What follows belongs to an exercise in optimizing a design on an open flow for small area and a short achievable clock period; a production flow would make more cautious choices.
Only simulation tests tie the RTL to the original design; equivalence was not proved.
The clock input has no modelled driver; a real chip could not lean on it and would need a root buffer or a full tree.
Power figures rest on the tool's default switching activity, not on a simulated workload.

==> flow/design.v <==
module fifo_sync #(
    parameter int WIDTH = 32,
    parameter int DEPTH = 16    
)(
    input  logic                 clk,
    input  logic                 rst_n,
    input  logic                 wr_en,
    input  logic [WIDTH-1:0]     wr_data,
    output logic                 full,
    input  logic                 rd_en,
    output logic [WIDTH-1:0]     rd_data,
    output logic                 empty,
    output logic [$clog2(DEPTH+1)-1:0] level
);
    localparam int PTR_W  = $clog2(DEPTH);
    localparam int MDEPTH = DEPTH - 1;         
    logic [WIDTH-1:0] mem [0:MDEPTH-1];
    logic [WIDTH-1:0] head;
    logic [PTR_W-1:0]            wr_ptr;       
    logic [MDEPTH-1:0]           rd_sel;       
    logic [$clog2(DEPTH+1)-1:0]  count;
    logic                        full_r;       
    logic                        nonempty_r;   
    logic                        le1_r;        
    logic push, pop;
    assign push = wr_en && !full_r;
    assign pop  = rd_en && nonempty_r;
    logic mem_push, mem_pop;
    assign mem_push = push && nonempty_r && !(le1_r && rd_en);
    assign mem_pop  = pop && !le1_r;
    always_ff @(posedge clk) begin
        for (int i = 0; i < MDEPTH; i++)
            if (push && wr_ptr == PTR_W'(i)) mem[i] <= wr_data;
    end
    logic             keep;
    logic [WIDTH-1:0] head_d;
    assign keep = !rd_en && nonempty_r;
    always_comb begin
        head_d = (head & {WIDTH{keep}}) | (wr_data & {WIDTH{!keep && le1_r}});
        for (int i = 0; i < MDEPTH; i++)
            head_d = head_d | (mem[i] & {WIDTH{!keep && !le1_r && rd_sel[i]}});
    end
    always_ff @(posedge clk) begin
        head <= head_d;
    end
    always_ff @(posedge clk or negedge rst_n) begin
        if (!rst_n) begin
            wr_ptr     <= '0;
            rd_sel     <= MDEPTH'(1);
            count      <= '0;
            full_r     <= 1'b0;
            nonempty_r <= 1'b0;
            le1_r      <= 1'b1;
        end else begin
            if (mem_push) wr_ptr <= (wr_ptr == PTR_W'(MDEPTH-1)) ? '0 : wr_ptr + 1'b1;
            if (mem_pop)  rd_sel <= {rd_sel[MDEPTH-2:0], rd_sel[MDEPTH-1]};
            if (push && !pop) begin
                count      <= count + 1'b1;
                full_r     <= (count == DEPTH-1);
                nonempty_r <= 1'b1;
                le1_r      <= !nonempty_r;
            end else if (pop && !push) begin
                count      <= count - 1'b1;
                full_r     <= 1'b0;
                nonempty_r <= (count != 1);
                le1_r      <= (count <= 2);
            end
        end
    end
    assign rd_data = head;
    assign full    = count[PTR_W];
    assign empty   = !nonempty_r;
    assign level   = count;
endmodule
==> flow/flow/run.sh <==
#!/bin/bash
# Standard ORFS layout with faster port buffers, sizing free to change cell
# footprints and larger clock-sink clusters. After CTS the clock tree's root
# buffer is dropped and its first-level buffers split in two, timing repaired
# again and area recovered (flow/cts_post.tcl); after global routing area is recovered again
# (flow/grt_downsize.tcl). Timing repair aims at 2.55 ns of setup slack up to
# CTS and 2.45 ns after global routing. The tools' output goes to standard.log
# and the ORFS logs.
set -e
ARGS=(MATCH_CELL_FOOTPRINT=0
  "BUFFER_PORTS_ARGS=-buffer_cell sky130_fd_sc_hd__buf_2"
  "CTS_ARGS=-sink_clustering_enable -repair_clock_nets -sink_clustering_size 30 -sink_clustering_max_diameter 150 -dont_use_dummy_load"
  "POST_CTS_TCL=$(pwd)/flow/cts_post.tcl"
  "POST_GLOBAL_ROUTE_TCL=$(pwd)/flow/grt_downsize.tcl")
bash standard.sh "${ARGS[@]}" SETUP_SLACK_MARGIN=2.55 cts > standard.log 2>&1
bash standard.sh "${ARGS[@]}" SETUP_SLACK_MARGIN=2.45 finish >> standard.log 2>&1
==> flow/flow/cts_post.tcl <==
# After clock-tree synthesis: drop the tree's root buffer (flow/noroot.tcl)
# and split each first-level buffer in two (flow/split_branch.tcl), so the
# clock port drives four buffers; legalize, repair setup timing again for
# the new clock arrival, legalize, then recover area by downsizing cells off
# the critical path (flow/downsize.tcl).
set here [file dirname [info script]]
source [file join $here noroot.tcl]
source [file join $here split_branch.tcl]
detailed_placement
estimate_parasitics -placement
report_clock_latency
repair_timing -setup -setup_margin $::env(SETUP_SLACK_MARGIN) -repair_tns 100 -verbose
detailed_placement
estimate_parasitics -placement
source [file join $here downsize.tcl]
==> flow/flow/downsize.tcl <==
# Area recovery: try each logic cell at a smaller drive strength of the same
# function, and keep the smaller cell only if the worst setup slack does not
# drop and no slew, capacitance or hold violation appears (clock-tree cells
# are left alone).
if {![info exists ::ds_est]} { set ::ds_est -placement }
proc ds_ws {} { eval estimate_parasitics $::ds_est; return [sta::worst_slack_cmd max] }
proc ds_viol {} {
  return [expr {[sta::max_slew_violation_count] + [sta::max_capacitance_violation_count]}]
}
set ds_target [expr {[ds_ws] - 0.002e-9}]
set ds_hold [expr {min(0.0, [sta::worst_slack_cmd min])}]
set ds_v0 [ds_viol]
set ds_saved 0.0
set ds_count 0
set ds_block [ord::get_db_block]
set ds_insts {}
foreach inst [$ds_block getInsts] {
  set m [[$inst getMaster] getName]
  if {![regexp {^(sky130_fd_sc_hd__[a-z0-9]+)_([0-9]+)$} $m -> base drv]} continue
  set name [$inst getName]
  if {[string match "clkbuf_*" $name] || [string match "clkload*" $name]} continue
  if {[string match "*clkinv*" $base] || [string match "*tap*" $base] || [string match "*fill*" $base] || [string match "*decap*" $base] || [string match "*conb*" $base]} continue
  set name [$inst getName]
  if {[string match "clkload*" $name]} continue
  if {$drv <= 1} continue
  lappend ds_insts [list $name $base $drv $m]
}
foreach e $ds_insts {
  lassign $e name base drv orig
  set cands {}
  foreach d {0 1 2 4 6 8 12} {
    if {$d >= $drv} break
    set lc [get_lib_cells -quiet */${base}_$d]
    if {[llength $lc]} { lappend cands $lc }
  }
  if {![llength $cands]} continue
  set oarea [get_property [get_lib_cells */$orig] area]
  foreach lc $cands {
    replace_cell [get_cells $name] $lc
    if {[ds_ws] >= $ds_target && [ds_viol] <= $ds_v0 && [sta::worst_slack_cmd min] >= $ds_hold} {
      set ds_saved [expr {$ds_saved + $oarea - [get_property $lc area]}]
      incr ds_count
      break
    }
    replace_cell [get_cells $name] [get_lib_cells */$orig]
  }
}
puts "downsize: violations [ds_viol] (before $ds_v0), worst hold slack [format %.3f [expr {[sta::worst_slack_cmd min]*1e9}]] ns"
puts "downsize: $ds_count cells smaller, [format %.1f $ds_saved] um2 saved, worst slack [format %.3f [expr {[ds_ws]*1e9}]] ns"
==> flow/flow/grt_downsize.tcl <==
# After global routing and its timing repair: recover area by downsizing
# cells off the critical path (flow/downsize.tcl, re-estimating the routed
# parasitics after each change), then reroute the changed nets and rewrite
# the route guides.
global_route -start_incremental
set ::ds_est -global_routing
source [file join [file dirname [info script]] downsize.tcl]
global_route -end_incremental
estimate_parasitics -global_routing
puts "downsize: after reroute, worst slack [format %.3f [expr {[sta::worst_slack_cmd max]*1e9}]] ns"
write_guides $::env(RESULTS_DIR)/route.guide
==> flow/flow/noroot.tcl <==
set nr_block [ord::get_db_block]
set nr_clk [$nr_block findNet clk]
set nr_its [$nr_clk getITerms]
if {[llength $nr_its] == 1} {
  set nr_root [[lindex $nr_its 0] getInst]
  set nr_net [[$nr_root findITerm X] getNet]
  set nr_n 0
  foreach it [$nr_net getITerms] { if {[$it getInst] ne $nr_root} { incr nr_n } }
  if {$nr_n <= 4} {
    foreach it [$nr_net getITerms] {
      if {[$it getInst] ne $nr_root} { $it disconnect; $it connect $nr_clk }
    }
    puts "noroot: removed [$nr_root getName], clock port now feeds $nr_n pins"
    odb::dbInst_destroy $nr_root
    odb::dbNet_destroy $nr_net
  }
}
==> flow/flow/split_branch.tcl <==
set sb_block [ord::get_db_block]
set sb_clk [$sb_block findNet clk]
set sb_bufs {}
foreach it [$sb_clk getITerms] { lappend sb_bufs [$it getInst] }
if {[llength $sb_bufs] * 2 <= 4} {
  set sb_k 0
  foreach b $sb_bufs {
    set onet [[$b findITerm X] getNet]
    set loads {}
    foreach it [$onet getITerms] { if {[$it getInst] ne $b} { lappend loads $it } }
    if {[llength $loads] < 2} continue
    # split along the longer side of the loads' bounding box
    set xs {}; set ys {}
    foreach it $loads { lassign [[$it getInst] getLocation] x y; lappend xs $x; lappend ys $y }
    set dx [expr {[tcl::mathfunc::max {*}$xs] - [tcl::mathfunc::min {*}$xs]}]
    set dy [expr {[tcl::mathfunc::max {*}$ys] - [tcl::mathfunc::min {*}$ys]}]
    set axis [expr {$dx >= $dy ? 0 : 1}]
    set keyed {}
    foreach it $loads { lappend keyed [list [lindex [[$it getInst] getLocation] $axis] $it] }
    set sorted {}
    foreach kv [lsort -integer -index 0 $keyed] { lappend sorted [lindex $kv 1] }
    set half [expr {[llength $sorted] / 2}]
    set second [lrange $sorted $half end]
    set nb [odb::dbInst_create $sb_block [$b getMaster] "[$b getName]_split$sb_k"]
    set nn [odb::dbNet_create $sb_block "[$onet getName]_split$sb_k"]
    $nn setSigType CLOCK
    # place the new buffer at the centre of its loads
    set cx 0; set cy 0
    foreach it $second { lassign [[$it getInst] getLocation] x y; incr cx $x; incr cy $y }
    set cx [expr {$cx / [llength $second]}]; set cy [expr {$cy / [llength $second]}]
    $nb setLocation $cx $cy
    $nb setPlacementStatus PLACED
    [$nb findITerm A] connect $sb_clk
    [$nb findITerm X] connect $nn
    foreach it $second { $it disconnect; $it connect $nn }
    # and the old one at the centre of the loads it keeps
    set cx 0; set cy 0; set first [lrange $sorted 0 [expr {$half - 1}]]
    foreach it $first { lassign [[$it getInst] getLocation] x y; incr cx $x; incr cy $y }
    $b setLocation [expr {$cx / [llength $first]}] [expr {$cy / [llength $first]}]
    # power pins
    foreach mt [[$nb getMaster] getMTerms] {
      set sig [$mt getSigType]
      if {$sig eq "POWER" || $sig eq "GROUND"} {
        set pn [$sb_block findNet [expr {$sig eq "POWER" ? "VDD" : "VSS"}]]
        if {$pn ne "NULL"} { odb::dbITerm_connect [$nb findITerm [$mt getName]] $pn }
      }
    }
    puts "split_branch: [$b getName] -> +[$nb getName] ([llength $second] of [llength $loads] loads)"
    incr sb_k
  }
}
==> flow/standard.sh <==
#!/bin/bash
# synth_recipe.tcl (not shown) runs the flow's synth.tcl, then flattens the netlist and writes it again
# the make line also repeats each setting of config.mk as NAME=value (left out here)
make -C /OpenROAD-flow-scripts/flow DESIGN_CONFIG=/design/flow/config.mk WORK_HOME=/design/flow/orfs CLKGATE_MAP_FILE= SYNTH_SCRIPT=/design/flow/synth_recipe.tcl "${@:-finish}"
==> flow/config.mk <==
export PLATFORM = sky130hd
export DESIGN_NAME = fifo_sync
export DESIGN_NICKNAME = fifo_sync
export VERILOG_FILES = /design/flow/design.v
export SDC_FILE = /design/flow/constraint.sdc
export NUM_CORES = 4
export LEC_CHECK = 0
export CAP_MARGIN = 20
export CORE_MARGIN = 2
export CORE_UTILIZATION = 55
export PLACE_DENSITY = 0.68
export SLEW_MARGIN = 50
==> flow/constraint.sdc <==
create_clock -name core_clock -period 4.3 [get_ports {clk}]
set_input_delay 0.8600 -clock core_clock [delete_from_list [all_inputs] [get_ports {clk}]]
set_output_delay 0.8600 -clock core_clock [all_outputs]
set_load 0.01 [all_outputs]
==> metrics.csv <==
metric,value,unit
relSlewSlack,41.1,%
p_leak,7.08,nW
seq_area_frac_synth,79.7,%
antenna_found_initial,0,
path_class,reg2reg,
gr-usage-all-layers,28.3,%
first_global_vias,11310,
final_cell_mix,"edfxtp_1, a221oi_1, buf_1",
wire_per_inst,31.2,µm
ys_ff_latch,539,
grt_use_met1,38.7,%
route.detailed.drc,0,
synth-async-reset-ratio,5.01,%
final_common_cell,edfxtp_1,
crit_slowest_cell,a221oi_1,
fin_tns_setup,0,ns
use_met3,4.93,%
post-route-period-util,48.3,%
grt_start_max_net_pins,35,
hold_viol_final,0,
die_h,193,µm
die-area,0.0374,mm²
layout-drive-gt1-share,13.1,%
ys_top_cells_by_area,"edfxtp_1, a221oi_1, dfxtp_1, dfrtp_1, a222oi_1",
die_w,193,µm
peakVddDrop,0.369,mV
grt_pass1_wl,77.2,mm
yosys.area.top_type_share,73.0,%
gp_congestion,0.774,
hold_ws,0.482,ns
dp_slack,1.32,ns
start_util,55.6,%
coreArea,0.0355,mm²
top_usage_layer,met2,
cp-end-kind,register,
insertedDiodeCount,0,
tightest_slew,0.884,ns
clock_sinks,539,
vias_per_cell,6.80,
grt_overflow,0,
finalWorstSetupSlack,2.22,ns
yosysTopAreaCell,edfxtp_1,
fmax,0.482,GHz
synthCells,1107,
io_buffers,74,
setup_violations,0,
hpwl,26.4,mm
finalPower,10.2,mW
path_cells,"buf_1, a221oi_1, nand4_1, o221a_1",
drv_slew,0,
clk_pin_slew,0.12,ns
r2r_cells,4,
clkLatencyLatePin,0.35,ns
yosys_warnings,2,
cellPowerDensity,468,mW/mm²
outcome,finished clean,
cp_max_fo,6,
grt_use_met2,46.5,%
worstPathArrival,2.33,ns
drt-initial-drc-count,1736,
syn_nets,1149,
drt-pass1-iter-count,6,
cap_viol_max_count,0,
hold_class,reg2reg,
avgSynthCellArea,17.8,µm²
drtAntennaViolNets,0,
syn_area,0.0197,mm²
clock_skew,0.0172,ns
synth-edff-count,480,
ys.flop_type,edfxtp_1,
crit_required,4.55,ns
vias,11802,
period_needed,2.08,ns
syn2layout_area_growth,10.5,%
nets,1319,
ys_types,46,
start_kind,register,
holdPathStages,2,
row_count,69,
pin_count,75,
slowest_delay,0.59,ns
routed_wl,54.2,mm
==> kinds of logic (layout without fill, tap and decap cells) <==
logic type | Yosys count | after routing | share of synthesized area [%]
mux | 16 | 16 | 1.10
fa+ha+maj | 6 | 6 | 0.380
xor+xnor | 5 | 5 | 0.222
compound gates | 330 | 330 | 13.1
flops | 539 | 539 | 79.7
simple gates | 92 | 93 | 2.60
buf+inv | 119 | 286 | 2.91
==> power by group <==
| part | leakage (nW) | switching [mW] | internal (mW) |
|---|---|---|---|
| clock | 0.271 | 1.41 | 0.935 |
| sequential | 4.94 | 0.238 | 6.25 |
| combinational | 1.86 | 0.962 | 0.400 |
| total | 7.08 | 2.61 | 7.59 |
==> metal layers <==
layer  share of wire, %  wire length [µm]
met5                  0                 0
met1                 37             20200
met4                3.4              1870
met3                 10              5680
met2                 49             26400
==> critical path, delay by kind of cell (launching register included) <==
| family | cells | cell delay, ns |
|---|---|---|
| simple gates | 1 | 0.28 |
| compound gates | 2 | 0.86 |
| buf+inv | 1 | 0.33 |
| flops | 1 | 0.51 |
==> path summary, 6_finish.rpt <==
kind / end / slack [ns] / from
hold / removal: head[30] / 0.48 / head[30]
min in group asynchronous: wr_ptr[2] / 0.60 / rst_n
max in group asynchronous: count[0] / 2.69 / rst_n
hold reg to reg: head[30] / 0.48 / head[30]
setup / recovery: head[0] / 2.22 / rd_sel[7]
setup reg to reg: head[0] / 2.22 / rd_sel[7]
==> sequential cells by signal, indices dropped and copies added (netlist names) <==
| signal | count |
|---|---|
| wr_ptr | 4 |
| le1_r | 1 |
| rd_sel | 15 |
| head | 32 |
| nonempty_r | 1 |
| full_r | 1 |
| mem | 480 |
| count | 5 |
==> Yosys cell counts, types with 5 or more instances <==
cell      count
edfxtp_1    480
a221oi_1     89
a22o_1       60
a21oi_1      58
a222oi_1     55
clkbuf_1     39
buf_2        35
o21ai_0      35
inv_1        33
and3_1       32
dfxtp_1      32
dfrtp_1      25
a22oi_1      23
nor2_1       16
mux2_4       10
nand2_1       9
buf_6         8
nand3_1       7
ha_1          6
mux2_2        5
nand3b_1      5
nand4_1       5
nor3_1        5
==> metrics by stage <==
step	util [%]	instances	area (µm²)
floorplan	-	1107	19900
global placement	58.5	1594	20800
detailed placement	58.6	1596	20800
finish	61.5	1736	21800
==> layout make-up, without the clock buffers <==
class,count,area [µm²]
Tap cell,461,577
Timing Repair Buffer,231,1300
Buffer,2,50.0
Inverter,33,124
Fill cell,2667,13700
Sequential cell,539,15700
Multi-Input combinational cell,450,3520

[separate check: timing with driven ports]
The results above use ideal ports. As a check the final layout listed here was re-extracted and re-timed, cells and wires unchanged. Step 1 assumes that a clkbuf_16 drives the clock port and a buf_2 every other input. Step 2 adds t to the input delays and takes it off the output delays; t is the mean of the earliest and latest rising clock arrival at the registers after step 1. Input paths then give back, and output paths get back, about the clock's delay inside the block. Slacks: ideal / step 1 / step 2; pairs: ideal / step 1.
shift t [ns]: 0.450
setup WS [ns]: 2.224 / 2.224 / 1.853
hold WS [ns]: 0.482 / 0.482 / 0.482
worst setup path at the end: input to register
After both steps this run still meets setup and hold. For this run, drivers alone change the setup slack by 0.000 ns; drivers and shift together by -0.371 ns.
